Source: an optimization exercise on an open RTL-to-GDS flow (aim: small area and a short achievable clock period). Production flows keep margins and buffers that such runs may drop.
Where RTL was checked, it was by simulation tests only, not by an equivalence proof against the original.
No functional check of the RTL was part of runs 2 and 3.
Power and IR drop assume default switching activity.

`config.mk`:
```
export PLATFORM = sky130hd
export DESIGN_NAME = Median_Filter
export DESIGN_NICKNAME = Median_Filter
export VERILOG_FILES = /design/flow/design.v
export SDC_FILE = /design/flow/constraint.sdc
export NUM_CORES = 4
export LEC_CHECK = 0
export CAP_MARGIN = 20
export CORE_MARGIN = 2
export CORE_UTILIZATION = 40
export CTS_BUF_LIST = sky130_fd_sc_hd__clkbuf_2
export SLEW_MARGIN = 20
```
`constraint.sdc`:
```
create_clock -name core_clock -period 32.0 [get_ports {clk}]
set_input_delay 6.4000 -clock core_clock [delete_from_list [all_inputs] [get_ports {clk}]]
set_output_delay 6.4000 -clock core_clock [all_outputs]
set_load 0.01 [all_outputs]
```
`design.v`:
```
module Median_Filter#
  (parameter row = 554, col = 430)
  (input            clk,
  input signed[31:0]pixel,
  input       [7:0] data_in_0, data_in_1, data_in_2,
  input       [7:0] data_in_3, data_in_4, data_in_5,
  input       [7:0] data_in_6, data_in_7, data_in_8,
  output            done,
  output reg  [7:0]data_filtered);
  function gt8;
    input [7:0] a, b;
    integer i;
    begin
      gt8 = 1'b0;
      for (i = 0; i < 8; i = i + 1)
        gt8 = (a[i] & ~b[i]) | ((a[i] | ~b[i]) & gt8);
    end
  endfunction
  wire [17:0] p  = pixel[17:0];
  wire [16:0] q  = pixel[17:1];
  wire        p0 = pixel[0];
  wire p_lt_n;
  assign p_lt_n = (~p[17] | (~p[16] | (~p[15] | (~p[14] & (~p[13] | (~p[12] & (~p[11] & (~p[10] & (~p[9] | (~p[8] & (~p[7] | (~p[6] & (~p[5] & (~p[4] & (~p[3] | ~p[2])))))))))))))));
  wire p_lt_r;
  assign p_lt_r = (~p[17] & (~p[16] & (~p[15] & (~p[14] & (~p[13] & (~p[12] & (~p[11] & (~p[10] & (~p[9] | (~p[8] & (~p[7] & (~p[6] & (~p[5] | (~p[4] & (~p[3] | (~p[2] & ~p[1]))))))))))))))));
  wire p_lt_last;
  assign p_lt_last = (~p[17] | (~p[16] | (~p[15] | (~p[14] & (~p[13] | (~p[12] & (~p[11] & (~p[10] & (~p[9] & (~p[8] & (~p[7] & (~p[6] | (~p[5] | (~p[4] & (~p[3] & (~p[2] & ~p[1]))))))))))))))));
  wire hi_zero = ~|pixel[31:18];
  wire in_img  = hi_zero & p_lt_n;
  assign done  = ~pixel[31] & ~in_img;
  wire col_edge = in_img & (p_lt_r | ~p_lt_last);
  wire [14:0] nq = ~q[14:0];
  wire rw1 = ~p0;
  wire rs2, rc2;
  mf_ha u_ha2 (.a(q[14]), .b(nq[12]), .s(rs2), .co(rc2));
  wire rs3, rc3;
  mf_ha u_ha3 (.a(q[15]), .b(nq[13]), .s(rs3), .co(rc3));
  wire rw4 = q[16] ^ nq[14];
  wire rs5, rc5;
  mf_ha u_ha5 (.a(q[9]), .b(nq[7]), .s(rs5), .co(rc5));
  wire rs6, rc6;
  mf_ha u_ha6 (.a(q[10]), .b(nq[8]), .s(rs6), .co(rc6));
  wire rs7, rc7;
  mf_fa u_fa7 (.a(q[11]), .b(nq[9]), .c(q[5]), .s(rs7), .co(rc7));
  wire rs8, rc8;
  mf_ha u_ha8 (.a(nq[2]), .b(q[0]), .s(rs8), .co(rc8));
  wire rs9, rc9;
  mf_fa u_fa9 (.a(q[12]), .b(nq[10]), .c(q[6]), .s(rs9), .co(rc9));
  wire rs10, rc10;
  mf_ha u_ha10 (.a(nq[3]), .b(q[1]), .s(rs10), .co(rc10));
  wire rs11, rc11;
  mf_fa u_fa11 (.a(q[13]), .b(nq[11]), .c(q[7]), .s(rs11), .co(rc11));
  wire rs12, rc12;
  mf_ha u_ha12 (.a(nq[4]), .b(q[2]), .s(rs12), .co(rc12));
  wire rs13, rc13;
  mf_fa u_fa13 (.a(rs2), .b(q[8]), .c(nq[5]), .s(rs13), .co(rc13));
  wire rs14, rc14;
  mf_fa u_fa14 (.a(q[3]), .b(q[0]), .c(p0), .s(rs14), .co(rc14));
  wire rs15, rc15;
  mf_fa u_fa15 (.a(rc2), .b(rs3), .c(q[9]), .s(rs15), .co(rc15));
  wire rs16, rc16;
  mf_fa u_fa16 (.a(nq[6]), .b(q[4]), .c(q[1]), .s(rs16), .co(rc16));
  wire rw17 = rc3 ^ rw4 ^ q[10];
  wire rw18 = nq[7] ^ q[5] ^ q[2];
  wire rs19, rc19;
  mf_ha u_ha19 (.a(q[6]), .b(nq[4]), .s(rs19), .co(rc19));
  wire rs20, rc20;
  mf_ha u_ha20 (.a(q[7]), .b(nq[5]), .s(rs20), .co(rc20));
  wire rs21, rc21;
  mf_ha u_ha21 (.a(q[8]), .b(nq[6]), .s(rs21), .co(rc21));
  wire rs22, rc22;
  mf_fa u_fa22 (.a(rs5), .b(q[3]), .c(nq[0]), .s(rs22), .co(rc22));
  wire rs23, rc23;
  mf_fa u_fa23 (.a(rc5), .b(rs6), .c(q[4]), .s(rs23), .co(rc23));
  wire rs24, rc24;
  mf_fa u_fa24 (.a(rc6), .b(rs7), .c(rs8), .s(rs24), .co(rc24));
  wire rs25, rc25;
  mf_fa u_fa25 (.a(rc7), .b(rc8), .c(rs9), .s(rs25), .co(rc25));
  wire rs26, rc26;
  mf_fa u_fa26 (.a(rc9), .b(rc10), .c(rs11), .s(rs26), .co(rc26));
  wire rs27, rc27;
  mf_fa u_fa27 (.a(rc11), .b(rc12), .c(rs13), .s(rs27), .co(rc27));
  wire rs28, rc28;
  mf_fa u_fa28 (.a(rc13), .b(rc14), .c(rs15), .s(rs28), .co(rc28));
  wire rw29 = rc15 ^ rc16 ^ rw17;
  wire rs30, rc30;
  mf_ha u_ha30 (.a(q[2]), .b(nq[0]), .s(rs30), .co(rc30));
  wire rs31, rc31;
  mf_ha u_ha31 (.a(q[3]), .b(nq[1]), .s(rs31), .co(rc31));
  wire rs32, rc32;
  mf_ha u_ha32 (.a(q[4]), .b(nq[2]), .s(rs32), .co(rc32));
  wire rs33, rc33;
  mf_ha u_ha33 (.a(q[5]), .b(nq[3]), .s(rs33), .co(rc33));
  wire rs34, rc34;
  mf_fa u_fa34 (.a(rs19), .b(q[0]), .c(p0), .s(rs34), .co(rc34));
  wire rs35, rc35;
  mf_fa u_fa35 (.a(rc19), .b(rs20), .c(q[1]), .s(rs35), .co(rc35));
  wire rs36, rc36;
  mf_fa u_fa36 (.a(rc20), .b(rs21), .c(q[2]), .s(rs36), .co(rc36));
  wire rs37, rc37;
  mf_fa u_fa37 (.a(rc21), .b(rs22), .c(rw1), .s(rs37), .co(rc37));
  wire rs38, rc38;
  mf_fa u_fa38 (.a(rc22), .b(rs23), .c(nq[1]), .s(rs38), .co(rc38));
  wire rs39, rc39;
  mf_fa u_fa39 (.a(rc23), .b(rs24), .c(p0), .s(rs39), .co(rc39));
  wire rs40, rc40;
  mf_fa u_fa40 (.a(rc24), .b(rs25), .c(rs10), .s(rs40), .co(rc40));
  wire rs41, rc41;
  mf_fa u_fa41 (.a(rc25), .b(rs26), .c(rs12), .s(rs41), .co(rc41));
  wire rs42, rc42;
  mf_fa u_fa42 (.a(rc26), .b(rs27), .c(rs14), .s(rs42), .co(rc42));
  wire rs43, rc43;
  mf_fa u_fa43 (.a(rc27), .b(rs28), .c(rs16), .s(rs43), .co(rc43));
  wire rw44 = rc28 ^ rw29 ^ rw18;
  wire rw45 = q[0] & p0;
  wire rw46 = q[1] & rw45;
  wire rm47;
  mf_maj u_mj47 (.a(rs30), .b(rw1), .c(rw46), .y(rm47));
  wire rm48;
  mf_maj u_mj48 (.a(rc30), .b(rs31), .c(rm47), .y(rm48));
  wire rm49;
  mf_maj u_mj49 (.a(rc31), .b(rs32), .c(rm48), .y(rm49));
  wire rm50;
  mf_maj u_mj50 (.a(rc32), .b(rs33), .c(rm49), .y(rm50));
  wire rs51, rc51;
  mf_fa u_fa51 (.a(rc33), .b(rs34), .c(rm50), .s(rs51), .co(rc51));
  wire rs52, rc52;
  mf_fa u_fa52 (.a(rc34), .b(rs35), .c(rc51), .s(rs52), .co(rc52));
  wire rs53, rc53;
  mf_fa u_fa53 (.a(rc35), .b(rs36), .c(rc52), .s(rs53), .co(rc53));
  wire rs54, rc54;
  mf_fa u_fa54 (.a(rc36), .b(rs37), .c(rc53), .s(rs54), .co(rc54));
  wire rs55, rc55;
  mf_fa u_fa55 (.a(rc37), .b(rs38), .c(rc54), .s(rs55), .co(rc55));
  wire rs56, rc56;
  mf_fa u_fa56 (.a(rc38), .b(rs39), .c(rc55), .s(rs56), .co(rc56));
  wire rs57, rc57;
  mf_fa u_fa57 (.a(rc39), .b(rs40), .c(rc56), .s(rs57), .co(rc57));
  wire rs58, rc58;
  mf_fa u_fa58 (.a(rc40), .b(rs41), .c(rc57), .s(rs58), .co(rc58));
  wire rs59, rc59;
  mf_fa u_fa59 (.a(rc41), .b(rs42), .c(rc58), .s(rs59), .co(rc59));
  wire rs60, rc60;
  mf_fa u_fa60 (.a(rc42), .b(rs43), .c(rc59), .s(rs60), .co(rc60));
  wire rw61 = rc43 ^ rw44 ^ rc60;
  wire rw62 = ~(rs54 | rs55 | rs56 | rs57 | rs58 | rs59 | rs60 | rw61);
  wire rw63 = rw62 & ~(rs51 & rs52 & rs53);
  wire row_mult_ok = rw63;
  wire row_edge = in_img & row_mult_ok;
  wire [7:0] m0n, m1n, m2n, res;
  mf_med3n u_m0 (.a(data_in_0), .b(data_in_1), .c(data_in_2), .force_b(col_edge), .yn(m0n));
  mf_med3n u_m1 (.a(data_in_3), .b(data_in_4), .c(data_in_5), .force_b(col_edge), .yn(m1n));
  mf_med3n u_m2 (.a(data_in_6), .b(data_in_7), .c(data_in_8), .force_b(col_edge), .yn(m2n));
  mf_med3n u_mf (.a(m0n), .b(m1n), .c(m2n), .force_b(row_edge), .yn(res));
  always @(posedge clk)
    data_filtered <= res;
endmodule
module mf_med3n
  (input  [7:0] a, b, c,
   input        force_b,
   output [7:0] yn);
  function gt8;
    input [7:0] a, b;
    integer i;
    begin
      gt8 = 1'b0;
      for (i = 0; i < 8; i = i + 1)
        gt8 = (a[i] & ~b[i]) | ((a[i] | ~b[i]) & gt8);
    end
  endfunction
  wire gab = gt8(a, b);
  wire gbc = gt8(b, c);
  wire gac = gt8(a, c);
  wire sb = ~(gab ^ gbc) | force_b;
  wire sa = ~sb & (gab ^ gac);
  wire sc = ~sb & ~(gab ^ gac);
  genvar i;
  generate
    for (i = 0; i < 8; i = i + 1) begin : g_sel
      mf_aoi222 u_sel (.a1(sa), .a2(a[i]), .b1(sb), .b2(b[i]), .c1(sc), .c2(c[i]), .y(yn[i]));
    end
  endgenerate
endmodule
module mf_fa (input a, b, c, output s, co);
  assign s  = a ^ b ^ c;
  assign co = (a & b) | (a & c) | (b & c);
endmodule
module mf_ha (input a, b, output s, co);
  assign s  = a ^ b;
  assign co = a & b;
endmodule
module mf_maj (input a, b, c, output y);
  assign y = (a & b) | (a & c) | (b & c);
endmodule
module mf_aoi222
  (input a1, a2, b1, b2, c1, c2,
   output y);
  assign y = ~((a1 & a2) | (b1 & b2) | (c1 & c2));
endmodule
```
`flow/run.sh`:
```
#!/bin/bash
# Own layout flow: the standard ORFS flow with these changes:
#  2. ports are buffered with sky130_fd_sc_hd__buf_1.
# Each tool's output goes to a log file in the work folder.
set -euo pipefail
W=$(pwd)
export MF_FLOW="$W/flow"
export BUFFER_PORTS_ARGS="-buffer_cell sky130_fd_sc_hd__buf_1"
make -C "$FLOW_HOME" DESIGN_CONFIG="$W/config.mk" WORK_HOME="$W/orfs" CLKGATE_MAP_FILE= \
  SYNTH_SCRIPT="$W/flow/synth.tcl" synth > "$W/synth.log" 2>&1
bash "$W/standard.sh" > "$W/layout.log" 2>&1
test -f "$W/out/final.def"
```
`flow/area.abc`:
```
strash
dc2
dch -f
map -a
strash
dch -f
map -a
topo
```
`flow/cells_map.v`:
```
// Hand mapping of the design's leaf modules onto library cells.
module mf_aoi222 (input a1, a2, b1, b2, c1, c2, output y);
  sky130_fd_sc_hd__a222oi_1 _TECHMAP_REPLACE_ (.A1(a1), .A2(a2), .B1(b1), .B2(b2), .C1(c1), .C2(c2), .Y(y));
endmodule
module mf_fa (input a, b, c, output s, co);
  sky130_fd_sc_hd__fa_1 _TECHMAP_REPLACE_ (.A(a), .B(b), .CIN(c), .SUM(s), .COUT(co));
endmodule
module mf_ha (input a, b, output s, co);
  sky130_fd_sc_hd__ha_1 _TECHMAP_REPLACE_ (.A(a), .B(b), .SUM(s), .COUT(co));
endmodule
module mf_maj (input a, b, c, output y);
  sky130_fd_sc_hd__maj3_1 _TECHMAP_REPLACE_ (.A(a), .B(b), .C(c), .X(y));
endmodule
```
`flow/synth.tcl`:
```
proc synth {args} { yosys synth -nofsm -noshare {*}$args }
# As synth_recipe.tcl, except:
#  - after the first hierarchy pass, the design's leaf modules listed in
#    flow/cells_map.v are mapped onto the library cells given there;
#  - the logic cone of the output `done` is mapped with ORFS's speed script,
#    the rest with the area-oriented script flow/area.abc.
set ::mf_mapped 0
proc hierarchy {args} {
  yosys hierarchy {*}$args
  if { !$::mf_mapped } {
    set ::mf_mapped 1
    yosys techmap -map $::env(MF_FLOW)/cells_map.v
    yosys hierarchy {*}$args
  }
}
proc abc {args} {
  set i [lsearch -exact $args -script]
  set speed [lreplace $args [expr {$i + 1}] [expr {$i + 1}] $::env(SCRIPTS_DIR)/abc_speed.script]
  set area [lreplace $args [expr {$i + 1}] [expr {$i + 1}] $::env(MF_FLOW)/area.abc]
  yosys select -set mf_done_cone w:done %ci*
  yosys abc {*}$speed @mf_done_cone
  yosys abc {*}$area
}
source $::env(SCRIPTS_DIR)/synth.tcl
# left out here: clear keep_hierarchy, flatten, clean up, hide names made inside functions, write 1_2_yosys.v
```
`standard.sh`:
```
#!/bin/bash
# synth_recipe.tcl (not shown) runs the flow's synth.tcl, then flattens the netlist and writes it again
# the make line also repeats each setting of config.mk as NAME=value (left out here)
make -C /OpenROAD-flow-scripts/flow DESIGN_CONFIG=/design/flow/config.mk WORK_HOME=/design/flow/orfs CLKGATE_MAP_FILE= SYNTH_SCRIPT=/design/flow/synth_recipe.tcl "${@:-finish}"
```
==> flow_summary_export.csv, run 1 <==
group,metric,value,unit
final_layout,diodes,0,
global_route,grt_max_degree,11,
yosys,syn_area,3007,um2
routing,ant_nets,0,
sta,timing.hold.ws,6.787,ns
final_layout,fillers,776,
critical_path,critical_path_cell_count,25,
yosys,syn_inst,399,
yosys,ys.flop_type,"dfxtp_1",
global_route,grt-ovfl-total,0,
pwr,power,158.6,uW
clock_network,cts_max_level,1,
critical_path,cp_max_fo,10,
sta,maxSlewHeadroom,0.3327,
global_route,grt_pass1_wl,15.12,mm
sta,timing.setup.tns,0,ns
sta,slew_violations,0,
sta,rsz0062_at_grt,"false",
global_route,grt_pass1_vias,3279,
floorplan,design.die.area,8226,um2
critical_path,worstSetupPathType,"input pin to register",
sta,min_period,14.29,ns
run,max_cap_violations,0,
global_route,antenna_found_initial,0,
routing,postRouteWirelength,9.252,mm
pwr,p_per_area,44.42,nW/um2
critical_path,required,32.12,ns
routing,wl_per_cell,15.07,um
yosys,synth.avg_cell_area,7.535,um2
critical_path,crit_arrival,14.41,ns
floorplan,initial_core_util,0.4145,
pwr,vdd_drop_max,0.02169,mV
final_layout,register_area,160.2,um2
critical_path,path_delay_family,"adder cells",
critical_path,cp_slowest_stage_delay,0.44,ns
sta,max_freq,0.06996,GHz
clock_network,cts_tree,"done",
clock_network,cts_buffer_depth,2,
critical_path,cpMostUsedCell,"fa_1",
pwr,p_leak,1.251,nW
global_route,grt_usage,0.2167,
status,status,"timing/DRC/antenna clean",
placement,preCtsSetupSlack,17.51,ns
placement,portBuffers,113,
routing,vias_per_cell,5.780,
placement,gp_congestion,0.8758,
clock_network,cts_resized,0,
clock_network,ctsHoldBuffers,0,
clock_network,clockRootBuffer,"clkbuf_2",
critical_path,endpoint,"data_filtered[0]",
final_layout,drive_above_1_share,0.01359,
sta,worst_slack,17.71,ns
clock_network,cts_sinks,8,
final_layout,largest_reg_flops,8,
critical_path,startpoint_type,"input pin",
final_layout,area_growth,18.73,%
critical_path,crit_path_start,"pixel[1]",
worst_hold_path,hp-class,"input pin to register",
routing,vias,3549,
sta,setup-violations-final,0,
final_layout,nNetsFinal,670,
yosys,seq_area_frac_synth,0.05327,
routing,drtIter0Drc,268,
yosys,synth_seq_cells,8,
sta,period_share,0.4467,
placement,post-dp-hpwl,8.142,mm
critical_path,cp-end-kind,"register",
sta,hold_viol,0,
sta,worst_slew_pin_slew,0.9904,ns
final_layout,top_regs,"data_filtered: 8 flops",
clock_network,clk_pin_slew,0.07,ns
yosys,ys_types,33,
clock_network,numCtsBuffers,3,
floorplan,die-width,90.70,um
floorplan,pin_count,114,
yosys,async_flop_share,0,
final_layout,fin_util,0.4922,
clock_network,postCtsSetupBuffers,0,
final_layout,regMostFlops,"data_filtered",
critical_path,crit_buf_inv,2,
yosys,synth_edf_count,0,
floorplan,coreArea,7253,um2
routing,route.detailed.drc,0,
floorplan,rows,31,
floorplan,die_h,90.70,um
yosys,synth_nets,552,
yosys,synth_warnings,2,
routing,firstDrtPassIters,8,
final_layout,multi_input_area,2497,um2
critical_path,cp_slowest_cell,"a222oi_1",
==> final cells by class <==
type,count,share of cell area
Clock buffer,3,0.004206
Inverter,93,0.09779
Tap cell,99,0.03470
Sequential cell,8,0.04487
Multi-Input combinational cell,298,0.6996
Timing Repair Buffer,113,0.1188
==> synth_stat cells, types with 6 or more instances <==
master    instances  area [um2]
a21oi_1          28       140.1
a221oi_1          9       78.83
a222oi_1         32       320.3
a22oi_1          17       127.6
clkinv_1         77       289.0
dfxtp_1           8       160.2
fa_1             34       680.7
ha_1             14       175.2
inv_1            16       60.06
nand2_1          29       108.9
nand3_1           6       30.03
nor2_1           21       78.83
o21ai_0          24       120.1
o221ai_1         12       105.1
o22ai_1          29       181.4
xnor2_1          10       87.58
==> power by group <==
part | internal (mW) | switching [mW]
Clock | 0.00255 | 0.00307
Combinational | 0.0545 | 0.0798
Sequential | 0.0164 | 0.00224
==> worst min-delay path, stage by stage <==
cell	delay, ns
buf_1	0.15
a222oi_1	0.15
a222oi_1	0.25
==> cell families (layout without fill, tap and decap cells) <==
family                     Yosys count  in the layout  share of synthesized area
xor gates and xnor gates            15             15                    0.04369
and+or+nand+nor                     69             69                     0.1003
buffers and inverters               93            209                     0.1161
adders and majority gates           52             52                     0.2980
DFF                                  8              8                    0.05327
AOI/OAI and AO/OA                  162            162                     0.3887
==> worst min-delay path by stage <==
stage	startpoint	endpoint	cells past startpoint
2_1_floorplan	data_filtered[0]	data_filtered[0]	0
3_3_place_gp	data_filtered[0]	data_filtered[0]	1
3_5_place_dp	data_filtered[1]	data_filtered[1]	1
4_1_cts	data_in_8[2]	data_filtered[2]	3
5_1_grt	data_in_5[5]	data_filtered[5]	3
6_report	data_in_8[5]	data_filtered[5]	3
==> through the flow <==
stage | instances | instance area, um2
after floorplan | 399 | 3007
after CTS | 614 | 3570
after global placement | 611 | 3555
after detailed placement | 611 | 3555
after global routing | 614 | 3570
final | 614 | 3570
==> metal layers <==
layer  track usage  vias up  routed length, um  part of all wire
met5             0        -                  0                 0
met4       0.03846        0                 52            0.0056
met3       0.01336        4                561             0.061
met2        0.3514      128               4167              0.45
met1        0.3205     1659               4471              0.48
li1              -     1758                  -                 -
==> cell usage in the layout, fill, tap and decap left out, types with 17 or more instances in the layout <==
cell type	synthesis	layout
buf_1	0	113
clkinv_1	77	77
fa_1	34	34
a222oi_1	32	32
nand2_1	29	29
o22ai_1	29	29
a21oi_1	28	28
o21ai_0	24	24
nor2_1	21	21
a22oi_1	17	17
==> run 2, diff against run 1 <==
--- a/design.v
+++ b/design.v
@@ -28,5 +28,8 @@
   wire hi_zero = ~|pixel[31:18];
   wire in_img  = hi_zero & p_lt_n;
-  assign done  = ~pixel[31] & ~in_img;
+  wire p_ge_n = p[17] & p[16] & p[15] &
+                (p[14] | p[13] & (p[12] | p[11] | p[10] |
+                                  p[9] & (p[8] | p[7] & (p[6] | p[5] | p[4] | p[3] & p[2]))));
+  assign done  = ~pixel[31] & ((|pixel[30:18]) | p_ge_n);
   wire col_edge = in_img & (p_lt_r | ~p_lt_last);
   wire [14:0] nq = ~q[14:0];
@@ -130,21 +133,28 @@
   mf_fa u_fa53 (.a(rc35), .b(rs36), .c(rc52), .s(rs53), .co(rc53));
   wire rs54, rc54;
-  mf_fa u_fa54 (.a(rc36), .b(rs37), .c(rc53), .s(rs54), .co(rc54));
-  wire rs55, rc55;
-  mf_fa u_fa55 (.a(rc37), .b(rs38), .c(rc54), .s(rs55), .co(rc55));
+  mf_ha u_ha54 (.a(rc36), .b(rs37), .s(rs54), .co(rc54));
+  wire rw55 = rs54 | rc54;
   wire rs56, rc56;
-  mf_fa u_fa56 (.a(rc38), .b(rs39), .c(rc55), .s(rs56), .co(rc56));
-  wire rs57, rc57;
-  mf_fa u_fa57 (.a(rc39), .b(rs40), .c(rc56), .s(rs57), .co(rc57));
+  mf_ha u_ha56 (.a(rc37), .b(rs38), .s(rs56), .co(rc56));
+  wire rw57 = rs56 | rc56;
   wire rs58, rc58;
-  mf_fa u_fa58 (.a(rc40), .b(rs41), .c(rc57), .s(rs58), .co(rc58));
-  wire rs59, rc59;
-  mf_fa u_fa59 (.a(rc41), .b(rs42), .c(rc58), .s(rs59), .co(rc59));
+  mf_ha u_ha58 (.a(rc38), .b(rs39), .s(rs58), .co(rc58));
+  wire rw59 = rs58 | rc58;
   wire rs60, rc60;
-  mf_fa u_fa60 (.a(rc42), .b(rs43), .c(rc59), .s(rs60), .co(rc60));
-  wire rw61 = rc43 ^ rw44 ^ rc60;
-  wire rw62 = ~(rs54 | rs55 | rs56 | rs57 | rs58 | rs59 | rs60 | rw61);
-  wire rw63 = rw62 & ~(rs51 & rs52 & rs53);
-  wire row_mult_ok = rw63;
+  mf_ha u_ha60 (.a(rc39), .b(rs40), .s(rs60), .co(rc60));
+  wire rw61 = rs60 | rc60;
+  wire rs62, rc62;
+  mf_ha u_ha62 (.a(rc40), .b(rs41), .s(rs62), .co(rc62));
+  wire rw63 = rs62 | rc62;
+  wire rs64, rc64;
+  mf_ha u_ha64 (.a(rc41), .b(rs42), .s(rs64), .co(rc64));
+  wire rw65 = rs64 | rc64;
+  wire rs66, rc66;
+  mf_ha u_ha66 (.a(rc42), .b(rs43), .s(rs66), .co(rc66));
+  wire rw67 = rs66 | rc66;
+  wire rw68 = rc43 ^ rw44;
+  wire rw69 = (rs54 ~^ rc53) & (rs56 ~^ rw55) & (rs58 ~^ rw57) & (rs60 ~^ rw59) & (rs62 ~^ rw61) & (rs64 ~^ rw63) & (rs66 ~^ rw65) & (rw68 ~^ rw67);
+  wire rw70 = rw69 & ~(rs51 & rs52 & rs53);
+  wire row_mult_ok = rw70;
   wire row_edge = in_img & row_mult_ok;
   wire [7:0] m0n, m1n, m2n, res;
==> run 2 against run 1 <==
Non-clock buffer count up 1; worst hold slack worse by 0.093 ns; utilization up 0.32 points; final cell count up 1.8%; clock power up 4.1%; routed wire length down 1.0%; synthesized cell count up 2.5%; sequential power about the same; critical endpoint is now done; synthesized area up 1.8%; maximum frequency up 1.7%; worst setup slack better by 0.24 ns; largest cell class unchanged; still clean on timing, DRC and antenna; first-iteration DRC count down 5.6%.
==> flow_summary_export.csv, run 2 <==
group,metric,value,unit
yosys,synth.avg_cell_area,7.483,um2
final_layout,final_cell_mix,"buf_1, clkinv_1, a222oi_1",
clock_network,numCtsBuffers,3,
routing,vias,3628,
yosys,ys_types,37,
yosys,syn_inst,409,
final_layout,final_common_cell,"buf_1",
sta,min_period,14.06,ns
clock_network,cts_tree,"done",
pwr,power_frac_comb,0.860,
yosys,synth_area_leaders,"fa_1, a222oi_1, clkinv_1",
clock_network,cts_buffer_depth,2,
global_route,antenna_found_initial,0,
yosys,yosys.area.top_type,"fa_1",
routing,wl_per_cell,14.65,um
pwr,p_per_area,47.94,nW/um2
final_layout,regMostFlops,"data_filtered",
sta,slew_violations,0,
final_layout,area_growth,18.64,%
yosys,syn_area,3060,um2
clock_network,cts_sinks,8,
status,status,"timing/DRC/antenna clean",
routing,firstDrtPassIters,9,
clock_network,cts_max_level,1,
yosys,synth_common_cells,"clkinv_1, a222oi_1, o22ai_1",
sta,timing.setup.tns,0,ns
pwr,p_sw,92.17,uW
routing,postRouteWirelength,9.159,mm
final_layout,fin_util,0.4953,
yosys,ys.flop_type,"dfxtp_1",
routing,vias_per_cell,5.805,
global_route,grt-ovfl-total,0,
sta,period_share,0.4392,
floorplan,initial_core_util,0.4175,
yosys,synth_most_common_cell,"clkinv_1",
critical_path,crit_path_start,"pixel[5]",
sta,hold_viol,0,
final_layout,nNetsFinal,681,
final_layout,drive_above_1_share,0.01901,
clock_network,clockRootBuffer,"clkbuf_2",
sta,worst_slack,17.94,ns
sta,maxSlewHeadroom,0.4252,
pwr,vdd_drop_max,0.04761,mV
yosys,synth_top_area_frac,0.1766,
clock_network,postCtsSetupBuffers,0,
pwr,p_int,81.89,uW
final_layout,top_regs,"data_filtered: 8 flops",
critical_path,cp_max_fo,7,
critical_path,startpoint_type,"input pin",
yosys,synth_edf_count,0,
critical_path,worstSetupPathType,"input pin to output port",
yosys,synth_warnings,2,
floorplan,pin_count,114,
worst_hold_path,hp-class,"input pin to register",
critical_path,cp-end-kind,"output port",
critical_path,endpoint,"done",
yosys,synth_seq_cells,8,
placement,gp_congestion,0.9171,
clock_network,cts_resized,0,
yosys,synth_nets,562,
final_layout,largest_reg_flops,8,
final_layout,diodes,0,
pwr,pwr-share-clk,0.034,
sta,worst_slew_pin_slew,0.8622,ns
pwr,seqPwrFrac,0.107,
clock_network,clk_pin_slew,0.07,ns
final_layout,register_area,160.2,um2
critical_path,crit_arrival,7.66,ns
routing,drtIter0Drc,253,
clock_network,ctsHoldBuffers,0,
sta,timing.hold.ws,6.694,ns
yosys,async_flop_share,0,
floorplan,die-width,91.47,um
global_route,grt_pass1_vias,3350,
pwr,switching_share,0.5295,
floorplan,rows,31,
routing,ant_nets,0,
final_layout,multi_input_area,2562,um2
placement,preCtsSetupSlack,17.93,ns
run,max_cap_violations,0,
critical_path,required,25.60,ns
floorplan,design.die.area,8367,um2
placement,portBuffers,113,
final_layout,fillers,769,
sta,setup-violations-final,0,
floorplan,die_h,91.47,um
yosys,seq_area_frac_synth,0.05233,
pwr,p_leak,1.286,nW
routing,route.detailed.drc,0,
floorplan,coreArea,7331,um2
placement,post-dp-hpwl,7.919,mm
sta,max_freq,0.07115,GHz
global_route,grt_usage,0.2147,
global_route,grt_max_degree,11,
sta,rsz0062_at_grt,"false",
global_route,grt_pass1_wl,15.20,mm
==> run 2: cell count changes after synthesis, moves of 5 or more <==
cell / previous run / this run
fa_1: 34 / 27
o21ai_0: 24 / 17
a221oi_1: 9 / 14
nor2_1: 21 / 29
ha_1: 14 / 21
==> run 2: kinds of logic (layout without fill, tap and decap cells) <==
group / count (synthesis) / count (layout) / synth area share
AO/OA/AOI/OAI: 159 / 159 / 0.3810
buffers and inverters: 90 / 207 / 0.1104
AND/OR/NAND/NOR: 78 / 78 / 0.1173
adder cells (fa/ha/maj): 53 / 53 / 0.2788
XOR/XNOR: 21 / 21 / 0.06010
flip-flops: 8 / 8 / 0.05233
==> run 2: critical path, stage by stage <==
cell and delay, ns:
buf_1 0.18, nor4_1 0.32, a221oi_1 0.15, o41ai_1 0.28, o221ai_1 0.17, buf_1 0.15
==> run 2: layout make-up <==
| type | count | share of cell area |
|---|---|---|
| Clock buffer | 3 | 0.004135 |
| Inverter | 90 | 0.09304 |
| Multi-Input combinational cell | 311 | 0.7057 |
| Sequential cell | 8 | 0.04411 |
| Tap cell | 99 | 0.03411 |
| Timing Repair Buffer | 114 | 0.1189 |
==> run 2: per-layer routing <==
metal,track usage,part of all wire,vias to the layer above
li1,-,-,1816
met1,0.3066,0.46,1656
met2,0.3505,0.46,150
met3,0.03154,0.073,6
met4,0.02904,0.0074,0
met5,0,0,-
==> run 2: worst min path at each step <==
stage / start / end / cells past startpoint
floorplan: data_filtered[0] / data_filtered[0] / 0
global placement: data_filtered[5] / data_filtered[5] / 1
detailed placement: data_filtered[2] / data_filtered[2] / 1
CTS: data_in_8[0] / data_filtered[0] / 3
global route: data_in_8[0] / data_filtered[0] / 3
finish: data_in_8[0] / data_filtered[0] / 3
==> run 2: power groups by stage <==
stage	Sequential (mW)	Combinational, mW	Clock, mW
CTS	0.0185	0.150	0.00619
finish	0.0186	0.150	0.00585
global route	0.0190	0.170	0.00696
floorplan	0.0210	0.104	0
detailed placement	0.0184	0.148	0
global placement	0.0185	0.148	0
==> run 2: metrics by stage <==
stage | power (mW) | instance area (um2) | std cells
5_1_grt | 0.1958 | 3631 | 625
6_report | 0.1741 | 3631 | 625
3_3_place_gp | 0.1665 | 3616 | 622
4_1_cts | 0.1743 | 3631 | 625
2_1_floorplan | 0.1253 | 3060 | 409
3_5_place_dp | 0.1662 | 3616 | 622
==> run 3, diff against run 2 <==
==> flow/run.sh (replaced) <==
#!/bin/bash
# Own layout flow: the standard ORFS flow with these changes:
#  2. ports are buffered with sky130_fd_sc_hd__buf_1;
#  3. timing repair aims at a setup slack of 18.7 ns (a 13.3 ns period) instead
#     of 0, so that it speeds up the short combinational path to `done`.
# Each tool's output goes to a log file in the work folder.
set -euo pipefail
W=$(pwd)
export MF_FLOW="$W/flow"
export BUFFER_PORTS_ARGS="-buffer_cell sky130_fd_sc_hd__buf_1"
export SETUP_SLACK_MARGIN=18.7
make -C "$FLOW_HOME" DESIGN_CONFIG="$W/config.mk" WORK_HOME="$W/orfs" CLKGATE_MAP_FILE= \
  SYNTH_SCRIPT="$W/flow/synth.tcl" synth > "$W/synth.log" 2>&1
bash "$W/standard.sh" > "$W/layout.log" 2>&1
test -f "$W/out/final.def"
==> run 3 against run 2 <==
Still clean; critical path depth is 1 lower; via count rose by 1.6%; sequential power barely moved; count of clock-buffer cells in the layout unchanged; global-route usage grew 0.24 points; total power up 0.59%; synthesized cell count did not move; routed wire length up 1.8%; highest routed layer unchanged.
==> flow_summary_export.csv, run 3 <==
group,metric,value,unit
yosys,synth_mux_area_frac,0,
yosys,ys.flop_type,"dfxtp_1",
status,status,"timing/DRC/antenna clean",
sta,setup-violations-final,0,
global_route,grt-ovfl-total,0,
yosys,synth_top_family_by_area,"compound AO/OA/AOI/OAI gates",
yosys,synth_compound_area_frac,0.3810,
critical_path,worstSetupPathType,"input pin to output port",
run,max_cap_violations,0,
yosys,synth_edf_count,0,
clock_network,cts_max_level,1,
global_route,grt_max_degree,11,
sta,min_period,13.94,ns
floorplan,die-width,91.47,um
yosys,seq_area_frac_synth,0.05233,
global_route,grt_usage,0.2171,
floorplan,pin_count,114,
yosys,synth_common_cells,"clkinv_1, a222oi_1, o22ai_1",
routing,firstDrtPassIters,9,
placement,gp_congestion,0.9411,
yosys,syn_inst,409,
yosys,synth_seq_cells,8,
floorplan,rows,31,
final_layout,nNetsFinal,681,
yosys,syn_area,3060,um2
routing,vias,3687,
critical_path,crit_path_start,"pixel[23]",
sta,worst_slew_pin_slew,0.8550,ns
yosys,synth-adder-area-share,0.2788,
pwr,vdd_drop_max,0.04622,mV
sta,max_freq,0.07171,GHz
clock_network,cts_tree,"done",
yosys,async_flop_share,0,
global_route,antenna_found_initial,0,
clock_network,cts_sinks,8,
routing,postRouteWirelength,9.324,mm
worst_hold_path,min_from,"data_in_8[5]",
global_route,grt_pass1_wl,15.35,mm
critical_path,required,25.60,ns
yosys,synth_most_common_cell,"clkinv_1",
final_layout,area_growth,20.40,%
final_layout,regMostFlops,"data_filtered",
critical_path,cp_max_fo,2,
floorplan,design.die.area,8367,um2
yosys,synth_top_area_frac,0.1766,
routing,ant_nets,0,
clock_network,clockRootBuffer,"clkbuf_2",
sta,maxSlewHeadroom,0.4300,
routing,vias_per_cell,5.899,
final_layout,largest_reg_flops,8,
sta,slew_violations,0,
critical_path,crit_arrival,7.54,ns
sta,timing.setup.tns,0,ns
placement,post-dp-hpwl,7.993,mm
yosys,synth_warnings,2,
routing,drtIter0Drc,217,
critical_path,cp-end-kind,"output port",
pwr,p_leak,1.315,nW
final_layout,diodes,0,
yosys,synthXorXnorAreaFrac,0.06010,
floorplan,initial_core_util,0.4175,
sta,period_share,0.4358,
critical_path,startpoint_type,"input pin",
placement,portBuffers,113,
yosys,synth.avg_cell_area,7.483,um2
yosys,yosys.area.top_type,"fa_1",
routing,route.detailed.drc,0,
pwr,p_per_area,47.52,nW/um2
clock_network,numCtsBuffers,3,
worst_hold_path,min_to,"data_filtered[5]",
sta,rsz0062_at_grt,"true",
worst_hold_path,holdPathStages,3,
final_layout,drive_above_1_share,0.03802,
pwr,power,175.1,uW
global_route,grt_pass1_vias,3403,
yosys,synth-simple-area-share,0.1173,
final_layout,final_common_cell,"buf_1",
yosys,ys_types,37,
worst_hold_path,hp-class,"input pin to register",
sta,timing.hold.ws,6.687,ns
final_layout,top_regs,"data_filtered: 8 flops",
clock_network,clk_pin_slew,0.08,ns
sta,hold_viol,0,
yosys,synth_area_leaders,"fa_1, a222oi_1, clkinv_1",
clock_network,cts_buffer_depth,2,
yosys,synth_nets,562,
routing,wl_per_cell,14.92,um
floorplan,die_h,91.47,um
final_layout,final_cell_mix,"buf_1, clkinv_1, a222oi_1",
floorplan,coreArea,7331,um2
-- run 3: cell counts after synthesis --
Identical to the previous run, type by type.
-- run 3: logic make-up (layout without fill, tap and decap cells) --
kind of cell	Yosys count	after routing
fa+ha+maj	53	53
buf+inv	90	207
flops	8	8
compound gates	159	159
xor+xnor	21	21
simple gates	78	78
-- run 3: metrics by stage --
stage / setup slack (ns) / area (um2) / util / cells
6_report: 18.06 / 3685 / 0.5026 / 625
3_3_place_gp: 17.95 / 3635 / 0.4958 / 622
2_1_floorplan: 18.26 / 3079 / - / 409
3_5_place_dp: 17.91 / 3635 / 0.4958 / 622
4_1_cts: 18.04 / 3685 / 0.5026 / 625
5_1_grt: 17.98 / 3685 / 0.5026 / 625
-- run 3: worst max path at each step --
stage | end | slack, ns | depth (start not counted)
2_1_floorplan | done | 18.26 | 3
3_3_place_gp | done | 17.95 | 6
3_5_place_dp | done | 17.91 | 6
4_1_cts | done | 18.04 | 6
5_1_grt | done | 17.98 | 5
6_report | done | 18.06 | 5
-- run 3: critical path: stages --
cell and delay (ns):
buf_1 0.07, or4_4 0.54, nor4_4 0.28, o221ai_2 0.11, buf_1 0.14
-- run 3: layout make-up --
class / instances / area [um2]
multi-input combinational: 311 / 2610
tap: 99 / 123.9
sequential: 8 / 160.2
inverter: 90 / 337.8
timing repair buffer: 114 / 437.9
fill: 758 / 3646
clock buffer: 3 / 15.01
-- run 3: power by group --
part           switching (mW)  total [mW]  internal, mW
Sequential            0.00203      0.0186        0.0166
Combinational          0.0874       0.150        0.0629
Clock                 0.00369     0.00624       0.00255
Total                  0.0931       0.175        0.0820
-- run 3: what timing repair did --
action                                  CTS  global route
endpoints found under the setup margin    1             1
buffers inserted                          0             0
resized for setup                         9             0
pin swaps                                 2             1
hold buffers                              0             0
-- run 3: metal layers --
metal | up-vias | global-route usage | share of wire
met4 | 0 | 0.03662 | 0.011
li1 | 1815 | - | -
met2 | 154 | 0.3566 | 0.46
met3 | 10 | 0.02490 | 0.067
met5 | - | 0 | 0
met1 | 1708 | 0.3095 | 0.46
==> run 4, diff against run 3 <==
--- a/design.v
+++ b/design.v
@@ -28,8 +28,5 @@
   wire hi_zero = ~|pixel[31:18];
   wire in_img  = hi_zero & p_lt_n;
-  wire p_ge_n = p[17] & p[16] & p[15] &
-                (p[14] | p[13] & (p[12] | p[11] | p[10] |
-                                  p[9] & (p[8] | p[7] & (p[6] | p[5] | p[4] | p[3] & p[2]))));
-  assign done  = ~pixel[31] & ((|pixel[30:18]) | p_ge_n);
+  assign done  = ~pixel[31] & ~in_img;
   wire col_edge = in_img & (p_lt_r | ~p_lt_last);
   wire [14:0] nq = ~q[14:0];
==> flow/run.sh (replaced) <==
#!/bin/bash
# Own layout flow: the standard ORFS flow with these changes:
#  2. ports are buffered with sky130_fd_sc_hd__buf_1.
# Each tool's output goes to a log file in the work folder.
set -euo pipefail
W=$(pwd)
export MF_FLOW="$W/flow"
export BUFFER_PORTS_ARGS="-buffer_cell sky130_fd_sc_hd__buf_1"
make -C "$FLOW_HOME" DESIGN_CONFIG="$W/config.mk" WORK_HOME="$W/orfs" CLKGATE_MAP_FILE= \
  SYNTH_SCRIPT="$W/flow/synth.tcl" synth > "$W/synth.log" 2>&1
bash "$W/standard.sh" > "$W/layout.log" 2>&1
test -f "$W/out/final.def"
==> run 4 against run 3 <==
Still clean on timing, DRC and antenna; clock power shrank 15%; die area shrank 1.1%; synthesized area shrank 1.1%; total power shrank 7.2%; sequential power shrank 5%; critical path type unchanged; largest cell class unchanged.
==> flow_summary_export.csv, run 4 <==
group,metric,value,unit
routing,firstDrtPassIters,8,
pwr,p_leak,1.282,nW
pwr,pwr-share-clk,0.033,
floorplan,pin_count,114,
clock_network,postCtsSetupBuffers,0,
yosys,synth_most_common_cell,"clkinv_1",
pwr,p_int,75.35,uW
worst_hold_path,holdPathStages,3,
floorplan,initial_core_util,0.4151,
yosys,syn_area,3027,um2
final_layout,nNetsFinal,678,
status,status,"timing/DRC/antenna clean",
yosys,seq_area_frac_synth,0.05291,
yosys,yosys.area.top_type,"fa_1",
yosys,async_flop_share,0,
yosys,synth_common_cells,"clkinv_1, o22ai_1, a222oi_1",
clock_network,clk_pin_slew,0.06,ns
critical_path,crit_arrival,7.60,ns
sta,setup-violations-final,0,
final_layout,final_common_cell,"buf_1",
critical_path,cp-end-kind,"output port",
routing,vias_per_cell,5.777,
yosys,synth_warnings,2,
yosys,ys_types,36,
global_route,grt_pass1_vias,3230,
routing,route.detailed.drc,0,
final_layout,area_growth,18.60,%
yosys,synth_nets,560,
critical_path,cp_max_fo,6,
sta,max_freq,0.07142,GHz
sta,timing.setup.tns,0,ns
critical_path,worstSetupPathType,"input pin to output port",
sta,worst_slew_pin_slew,0.9715,ns
yosys,syn_inst,407,
floorplan,die-width,90.99,um
final_layout,top_regs,"data_filtered: 8 flops",
floorplan,design.die.area,8278,um2
routing,ant_nets,0,
run,max_cap_violations,0,
floorplan,rows,31,
floorplan,coreArea,7292,um2
critical_path,startpoint_type,"input pin",
routing,vias,3593,
global_route,grt-ovfl-total,0,
final_layout,fin_util,0.4923,
clock_network,cts_buffer_depth,2,
pwr,seqPwrFrac,0.108,
final_layout,drive_above_1_share,0.01530,
final_layout,register_area,160.2,um2
global_route,grt_max_degree,11,
clock_network,cts_resized,0,
pwr,power_frac_comb,0.859,
yosys,synth_edf_count,0,
final_layout,largest_reg_flops,8,
clock_network,cts_max_level,1,
final_layout,regMostFlops,"data_filtered",
yosys,synth_area_leaders,"fa_1, a222oi_1, clkinv_1",
clock_network,clockRootBuffer,"clkbuf_2",
final_layout,multi_input_area,2532,um2
clock_network,cts_sinks,8,
worst_hold_path,hp-class,"input pin to register",
floorplan,die_h,90.99,um
yosys,synth.avg_cell_area,7.436,um2
pwr,vdd_drop_max,0.01667,mV
clock_network,numCtsBuffers,3,
sta,rsz0062_at_grt,"false",
yosys,synth_seq_cells,8,
yosys,synth_top_area_frac,0.1786,
routing,drtIter0Drc,261,
clock_network,ctsHoldBuffers,0,
sta,min_period,14.00,ns
sta,maxSlewHeadroom,0.3455,
placement,portBuffers,113,
routing,wl_per_cell,14.65,um
clock_network,cts_tree,"done",
pwr,switching_share,0.5362,
sta,hold_viol,0,
final_layout,fillers,792,
sta,period_share,0.4375,
global_route,grt_pass1_wl,14.71,mm
final_layout,final_cell_mix,"buf_1, clkinv_1, o22ai_1",
pwr,p_per_area,45.26,nW/um2
pwr,p_sw,87.13,uW
global_route,antenna_found_initial,0,
final_layout,diodes,0,
yosys,ys.flop_type,"dfxtp_1",
placement,gp_congestion,0.8860,
routing,postRouteWirelength,9.115,mm
sta,slew_violations,0,
critical_path,required,25.60,ns
placement,post-dp-hpwl,7.833,mm
global_route,grt_usage,0.2088,
run 4: changes by cell type after synthesis, moves of 3 or more:
| cell | delta |
|---|---|
| a21boi_0 | +3 |
| a22oi_1 | +6 |
| a21oi_1 | +3 |
| o221ai_1 | -3 |
| xnor2_1 | -4 |
| a221oi_1 | -5 |
| o21ai_0 | +3 |
| o22ai_1 | +5 |
| o211ai_1 | -3 |
run 4: area by class of cell:
class                   instances  share of cell area
multi-input cells             310              0.7055
flip-flops and latches          8             0.04461
clock buffers                   3            0.004183
inverters                      89             0.09306
repair buffers                113              0.1182
well taps                      99             0.03451
run 4: cell families after synthesis:
kind of cell               synth area share
DFF                                 0.05291
adders and majority gates            0.2852
and+or+nand+nor                      0.1042
xor gates and xnor gates            0.05498
buffers and inverters                0.1104
AOI/OAI and AO/OA                    0.3923
run 4: per-stage QoR:
step / worst slack [ns] / std cells / power (mW) / hold slack, ns / cell area (um2)
after floorplan: 18.49 / 407 / 0.1196 / 6.704 / 3027
after global placement: 18.04 / 619 / 0.1546 / 6.788 / 3575
after detailed placement: 17.99 / 619 / 0.1565 / 6.787 / 3575
after CTS: 17.99 / 622 / 0.1626 / 6.772 / 3590
after global routing: 17.88 / 622 / 0.1827 / 6.849 / 3590
final: 18.00 / 622 / 0.1625 / 6.800 / 3590
run 4: path summary, 6_finish.rpt:
| kind | start | to | slack [ns] |
|---|---|---|---|
| max | pixel[8] | done | 18.00 |
| min | data_in_8[7] | data_filtered[7] | 6.80 |
run 4: layer usage:
layer  global-route usage  vias up  part of all wire
li1                     -     1802                 -
met1               0.3004     1646              0.47
met2               0.3543      141              0.46
met3              0.01992        4             0.059
met4              0.01515        0            0.0026
met5                    0        -                 0
run 4: power by group through the flow:
| stage | registers [mW] | logic (mW) | clock network (mW) |
|---|---|---|---|
| 6_report | 0.0176 | 0.140 | 0.00530 |
| 5_1_grt | 0.0180 | 0.159 | 0.00606 |
| 4_1_cts | 0.0177 | 0.139 | 0.00554 |
| 3_5_place_dp | 0.0179 | 0.139 | 0 |
| 3_3_place_gp | 0.0178 | 0.137 | 0 |
| 2_1_floorplan | 0.0207 | 0.0988 | 0 |
run 4: worst max-delay path, stage by stage:
cell and delay, ns:
buf_1 0.25, inv_1 0.14, a221oi_1 0.41, o41ai_2 0.11, a21oi_1 0.14, buf_1 0.16
==> run 5, diff against run 4 <==
--- a/design.v
+++ b/design.v
@@ -20,13 +20,10 @@
   wire [16:0] q  = pixel[17:1];
   wire        p0 = pixel[0];
-  wire p_lt_n;
-  assign p_lt_n = (~p[17] | (~p[16] | (~p[15] | (~p[14] & (~p[13] | (~p[12] & (~p[11] & (~p[10] & (~p[9] | (~p[8] & (~p[7] | (~p[6] & (~p[5] & (~p[4] & (~p[3] | ~p[2])))))))))))))));
   wire p_lt_r;
   assign p_lt_r = (~p[17] & (~p[16] & (~p[15] & (~p[14] & (~p[13] & (~p[12] & (~p[11] & (~p[10] & (~p[9] | (~p[8] & (~p[7] & (~p[6] & (~p[5] | (~p[4] & (~p[3] | (~p[2] & ~p[1]))))))))))))))));
   wire p_lt_last;
   assign p_lt_last = (~p[17] | (~p[16] | (~p[15] | (~p[14] & (~p[13] | (~p[12] & (~p[11] & (~p[10] & (~p[9] & (~p[8] & (~p[7] & (~p[6] | (~p[5] | (~p[4] & (~p[3] & (~p[2] & ~p[1]))))))))))))))));
-  wire hi_zero = ~|pixel[31:18];
-  wire in_img  = hi_zero & p_lt_n;
-  assign done  = ~pixel[31] & ~in_img;
+  wire in_img;
+  mf_bound u_bound (.p(pixel), .done(done), .in_img(in_img));
   wire col_edge = in_img & (p_lt_r | ~p_lt_last);
   wire [14:0] nq = ~q[14:0];
@@ -189,4 +186,9 @@
   endgenerate
 endmodule
+module mf_bound (input [31:0] p, output done, in_img);
+  wire past = (|p[30:18]) | (p[17:0] >= 18'd238220);
+  assign done   = ~p[31] & past;
+  assign in_img = ~p[31] & ~past;
+endmodule
 module mf_fa (input a, b, c, output s, co);
   assign s  = a ^ b ^ c;
--- a/flow/cells_map.v
+++ b/flow/cells_map.v
@@ -12,2 +12,37 @@
   sky130_fd_sc_hd__maj3_1 _TECHMAP_REPLACE_ (.A(a), .B(b), .C(c), .X(y));
 endmodule
+// done = ~p[31] & past, in_img = ~p[31] & ~past, with
+// past = (p[30:18] != 0 | p[17:0] >= 238220), as a shallow gate network:
+// past = o1 | o2 | t1 | t2 | f & h with
+//   o1 | o2 = p[30:18] != 0,  e0 = p17 p16 p15,  t1 = e0 p14,
+//   t2 = e0 p13 (p12 | p11 | p10),  f = e0 p13 p9,
+//   h = p8 | p7 (p6 | p5 | p4 | p3 p2)
+module mf_bound (input [31:0] p, output done, in_img);
+  wire e0n, fn, r3, r2, c32, n1, n2, n3, n4, n5, p8n;
+  wire o1, o2, t1, t2, w, f, k, a1, a2, h, a, g;
+  sky130_fd_sc_hd__nand3_1 g_e0n (.A(p[17]), .B(p[16]), .C(p[15]), .Y(e0n));
+  sky130_fd_sc_hd__nand2_1 g_fn  (.A(p[13]), .B(p[9]), .Y(fn));
+  sky130_fd_sc_hd__nor3_1  g_r3  (.A(p[12]), .B(p[11]), .C(p[10]), .Y(r3));
+  sky130_fd_sc_hd__nor3_1  g_r2  (.A(p[6]), .B(p[5]), .C(p[4]), .Y(r2));
+  sky130_fd_sc_hd__nand2_1 g_c32 (.A(p[3]), .B(p[2]), .Y(c32));
+  sky130_fd_sc_hd__nor3_1  g_n1  (.A(p[18]), .B(p[19]), .C(p[20]), .Y(n1));
+  sky130_fd_sc_hd__nor3_1  g_n2  (.A(p[21]), .B(p[22]), .C(p[23]), .Y(n2));
+  sky130_fd_sc_hd__nor3_1  g_n3  (.A(p[24]), .B(p[25]), .C(p[26]), .Y(n3));
+  sky130_fd_sc_hd__nor2_1  g_n4  (.A(p[27]), .B(p[28]), .Y(n4));
+  sky130_fd_sc_hd__nor2_1  g_n5  (.A(p[29]), .B(p[30]), .Y(n5));
+  sky130_fd_sc_hd__inv_1   g_p8n (.A(p[8]), .Y(p8n));
+  sky130_fd_sc_hd__nand3_1 g_o1  (.A(n1), .B(n2), .C(n3), .Y(o1));
+  sky130_fd_sc_hd__nand2_1 g_o2  (.A(n4), .B(n5), .Y(o2));
+  sky130_fd_sc_hd__nor2b_1 g_t1  (.A(e0n), .B_N(p[14]), .Y(t1));
+  sky130_fd_sc_hd__nor3b_1 g_t2  (.A(e0n), .B(r3), .C_N(p[13]), .Y(t2));
+  sky130_fd_sc_hd__nand2_1 g_w   (.A(r2), .B(c32), .Y(w));
+  sky130_fd_sc_hd__nor2_1  g_f   (.A(e0n), .B(fn), .Y(f));
+  sky130_fd_sc_hd__nand2_1 g_k   (.A(p[7]), .B(w), .Y(k));
+  sky130_fd_sc_hd__nor2_1  g_a1  (.A(o1), .B(o2), .Y(a1));
+  sky130_fd_sc_hd__nor2_1  g_a2  (.A(t1), .B(t2), .Y(a2));
+  sky130_fd_sc_hd__nand2_1 g_h   (.A(p8n), .B(k), .Y(h));
+  sky130_fd_sc_hd__nand2_1 g_a   (.A(a1), .B(a2), .Y(a));
+  sky130_fd_sc_hd__a21oi_1 g_g   (.A1(f), .A2(h), .B1(a), .Y(g));
+  sky130_fd_sc_hd__nor2_1  g_done (.A(p[31]), .B(g), .Y(done));
+  sky130_fd_sc_hd__nor2b_1 g_in  (.A(p[31]), .B_N(g), .Y(in_img));
+endmodule
==> flow/synth.tcl (replaced) <==
proc synth {args} { yosys synth -nofsm -noshare {*}$args }
# As synth_recipe.tcl, except:
#  - after the first hierarchy pass, the design's leaf modules listed in
#    flow/cells_map.v are mapped onto the library cells given there;
#  - cells are mapped with the area-oriented ABC script flow/area.abc.
set ::mf_mapped 0
proc hierarchy {args} {
  yosys hierarchy {*}$args
  if { !$::mf_mapped } {
    set ::mf_mapped 1
    yosys techmap -map $::env(MF_FLOW)/cells_map.v
    yosys hierarchy {*}$args
  }
}
proc abc {args} {
  set i [lsearch -exact $args -script]
  set area [lreplace $args [expr {$i + 1}] [expr {$i + 1}] $::env(MF_FLOW)/area.abc]
  yosys abc {*}$area
}
source $::env(SCRIPTS_DIR)/synth.tcl
# left out here: clear keep_hierarchy, flatten, clean up, hide names made inside functions, write 1_2_yosys.v
==> run 5 against run 4 <==
Largest cell class unchanged; design area unchanged; synthesized area unchanged; worst hold slack worse by 0.047 ns; highest routed layer unchanged; total power up 5.9%; sequential share of layout area unchanged; synthesized cell count up 2.5%; still clean; utilization unchanged; worst setup slack better by 0.24 ns; critical endpoint unchanged; die area unchanged; count of clock-buffer cells in the layout unchanged; critical path depth up 2.
==> flow_summary_export.csv, run 5 <==
group,metric,value,unit
global_route,grt_max_degree,11,
pwr,p_per_area,47.94,nW/um2
critical_path,crit_arrival,7.36,ns
floorplan,die-width,90.99,um
critical_path,path_delay_family,"simple AND/OR/NAND/NOR gates",
final_layout,fin_util,0.4923,
sta,worst_slack,18.24,ns
sta,max_freq,0.07269,GHz
sta,min_period,13.76,ns
floorplan,die_h,90.99,um
placement,portBuffers,113,
floorplan,coreArea,7292,um2
yosys,syn_inst,417,
sta,maxSlewHeadroom,0.4500,
routing,ant_nets,0,
placement,preCtsSetupSlack,18.23,ns
pwr,p_int,79.93,uW
sta,rsz0062_at_grt,"false",
yosys,synth_area_leaders,"fa_1, clkinv_1, a222oi_1",
yosys,ys.flop_type,"dfxtp_1",
yosys,synth_top_area_frac,0.1786,
worst_hold_path,min_to,"data_filtered[3]",
final_layout,final_common_cell,"buf_1",
sta,hold_viol,0,
yosys,synth_seq_cells,8,
sta,period_share,0.4299,
global_route,antenna_found_initial,0,
yosys,synth.avg_cell_area,7.258,um2
routing,drtIter0Drc,323,
pwr,p_leak,1.232,nW
yosys,synth_nets,570,
clock_network,postCtsSetupBuffers,0,
clock_network,cts_resized,0,
clock_network,ctsHoldBuffers,0,
yosys,ys_types,28,
critical_path,worstSetupPathType,"input pin to output port",
yosys,syn_area,3027,um2
worst_hold_path,min_from,"data_in_8[3]",
sta,timing.setup.tns,0,ns
clock_network,numCtsBuffers,3,
routing,vias,3621,
pwr,vdd_drop_max,0.03311,mV
routing,wl_per_cell,14.66,um
clock_network,cts_sinks,8,
critical_path,cp_max_fo,5,
critical_path,crit_buf_inv,2,
pwr,seqPwrFrac,0.106,
critical_path,cp-end-kind,"output port",
placement,gp_congestion,0.9605,
global_route,grt_pass1_wl,15.71,mm
global_route,grt-ovfl-total,0,
yosys,synth_most_common_cell,"clkinv_1",
routing,route.detailed.drc,0,
pwr,p_sw,92.17,uW
yosys,synth_warnings,2,
global_route,grt_pass1_vias,3467,
routing,postRouteWirelength,9.263,mm
worst_hold_path,holdPathStages,3,
clock_network,cts_buffer_depth,2,
final_layout,largest_reg_flops,8,
final_layout,final_cell_mix,"buf_1, clkinv_1, nand2_1",
critical_path,required,25.60,ns
critical_path,startpoint_type,"input pin",
sta,setup-violations-final,0,
run,max_cap_violations,0,
yosys,seq_area_frac_synth,0.05291,
pwr,pwr-share-clk,0.032,
worst_hold_path,hp-class,"input pin to register",
critical_path,cp_slowest_cell,"nor3b_1",
routing,vias_per_cell,5.729,
yosys,yosys.area.top_type,"fa_1",
critical_path,crit_chain,"buf_1 > nand3_1 > nor3b_1 > nor2_1 > nand2_1 > a21oi_1 > nor2_1 > buf_1",
clock_network,cts_tree,"done",
status,status,"timing/DRC/antenna clean",
yosys,synth_common_cells,"clkinv_1, nand2_1, a222oi_1, nor2_1, o22ai_1",
routing,firstDrtPassIters,9,
floorplan,rows,31,
yosys,async_flop_share,0,
global_route,grt_usage,0.2239,
final_layout,nNetsFinal,688,
pwr,switching_share,0.5356,
clock_network,clk_pin_slew,0.07,ns
pwr,power_frac_comb,0.862,
final_layout,regMostFlops,"data_filtered",
final_layout,area_growth,18.60,%
final_layout,top_regs,"data_filtered: 8 flops",
sta,slew_violations,0,
yosys,synth_edf_count,0,
placement,post-dp-hpwl,8.102,mm
floorplan,pin_count,114,
floorplan,initial_core_util,0.4151,
final_layout,diodes,0,
critical_path,cp_slowest_stage_delay,0.21,ns
clock_network,clockRootBuffer,"clkbuf_2",
floorplan,design.die.area,8278,um2
clock_network,cts_max_level,1,
sta,worst_slew_pin_slew,0.8250,ns
final_layout,drive_above_1_share,0.009381,
run 5: changes by cell type after synthesis, sizes merged, moves of 7 or more:
cell / previous run / this run
nand2: 23 / 40
clkinv: 73 / 88
inv: 16 / 1
o221ai: 6 / 16
a21oi: 28 / 21
nor3: 2 / 9
o22ai: 35 / 28
run 5: cell type report:
class                   instances  area [um2]
well taps                      99       123.9
fillers                       801        3702
clock buffers                   3       15.01
flip-flops and latches          8       160.2
multi-input cells             320        2532
repair buffers                113       424.2
inverters                      89       334.1
run 5: power by group through the flow:
| stage | sequential [mW] | combinational, mW | clock, mW |
|---|---|---|---|
| detailed placement | 0.0185 | 0.147 | 0 |
| finish | 0.0182 | 0.148 | 0.00555 |
| floorplan | 0.0208 | 0.106 | 0 |
| global placement | 0.0181 | 0.147 | 0 |
| global route | 0.0184 | 0.167 | 0.00658 |
| CTS | 0.0183 | 0.149 | 0.00591 |
run 5: logic make-up (layout without fill, tap and decap cells):
kind of cell | after synthesis | in the layout | synth area share
flip-flops | 8 | 8 | 0.05291
XOR/XNOR | 20 | 20 | 0.05788
AND/OR/NAND/NOR | 98 | 98 | 0.1364
buffers and inverters | 89 | 205 | 0.1104
AO/OA/AOI/OAI | 150 | 150 | 0.3638
adder cells (fa/ha/maj) | 52 | 52 | 0.2786
run 5: worst max-delay path by stage:
stage | from | endpoint | slack, ns | cells after the start
final | pixel[15] | done | 18.24 | 8
after CTS | pixel[15] | done | 18.23 | 8
after detailed placement | pixel[15] | done | 18.23 | 8
after global routing | pixel[15] | done | 18.10 | 8
after global placement | pixel[15] | done | 18.28 | 8
after floorplan | pixel[15] | done | 18.60 | 6
run 5: metrics by stage:
step | cell area [um2] | hold WS (ns) | instances | power (mW)
6_report | 3590 | 6.753 | 632 | 0.1721
5_1_grt | 3590 | 6.753 | 632 | 0.1925
4_1_cts | 3590 | 6.753 | 632 | 0.1730
3_5_place_dp | 3575 | 6.795 | 629 | 0.1656
3_3_place_gp | 3575 | 6.792 | 629 | 0.1653
2_1_floorplan | 3027 | 6.704 | 417 | 0.1269
run 5: per-layer routing:
metal | up-vias | part of all wire | GRT usage
met5 | - | 0 | 0
li1 | 1814 | - | -
met3 | 8 | 0.056 | 0.01992
met2 | 133 | 0.47 | 0.3796
met1 | 1666 | 0.46 | 0.3155
met4 | 0 | 0.0084 | 0.03535
run 5: worst min-delay path, stage by stage:
cell	delay (ns)
buf_1	0.11
a222oi_1	0.10
a222oi_1	0.29

-- re-timing with driven ports --
In the flow no input, the clock included, has a driving cell. The finished layouts below were timed again as built, in two steps.
Step 1: set_driving_cell puts a clkbuf_16 on clk and a buf_2 on each other input, an assumption about the parent block.
Step 2 also shifts input and output timing later by t, the mid clock arrival at the registers, as if the neighbouring blocks saw the same clock.
Three values: no drivers, after step 1, after step 2; two values: the first two.
| run | t (ns) | setup slack, ns | latest minus earliest clock arrival (ns) | cell pins on the clock port's net |
|---|---|---|---|---|
| run 1 | 0.245 | 17.706 / 17.702 / 17.456 | 0.003 / 0.003 | 1 |
| run 2 | 0.247 | 17.945 / 17.923 / 17.923 | 0.005 / 0.006 | 1 |
| run 3 | 0.266 | 18.055 / 18.034 / 18.034 | 0.008 / 0.008 | 1 |
| run 4 | 0.231 | 17.999 / 17.977 / 17.977 | 0.003 / 0.003 | 1 |
| run 5 | 0.238 | 18.243 / 18.216 / 18.216 | 0.003 / 0.003 | 1 |
After both steps setup and hold are still met in every run listed. For run 1, which loses most, drivers alone change the setup slack by -0.004 ns; drivers and shift together by -0.250 ns.
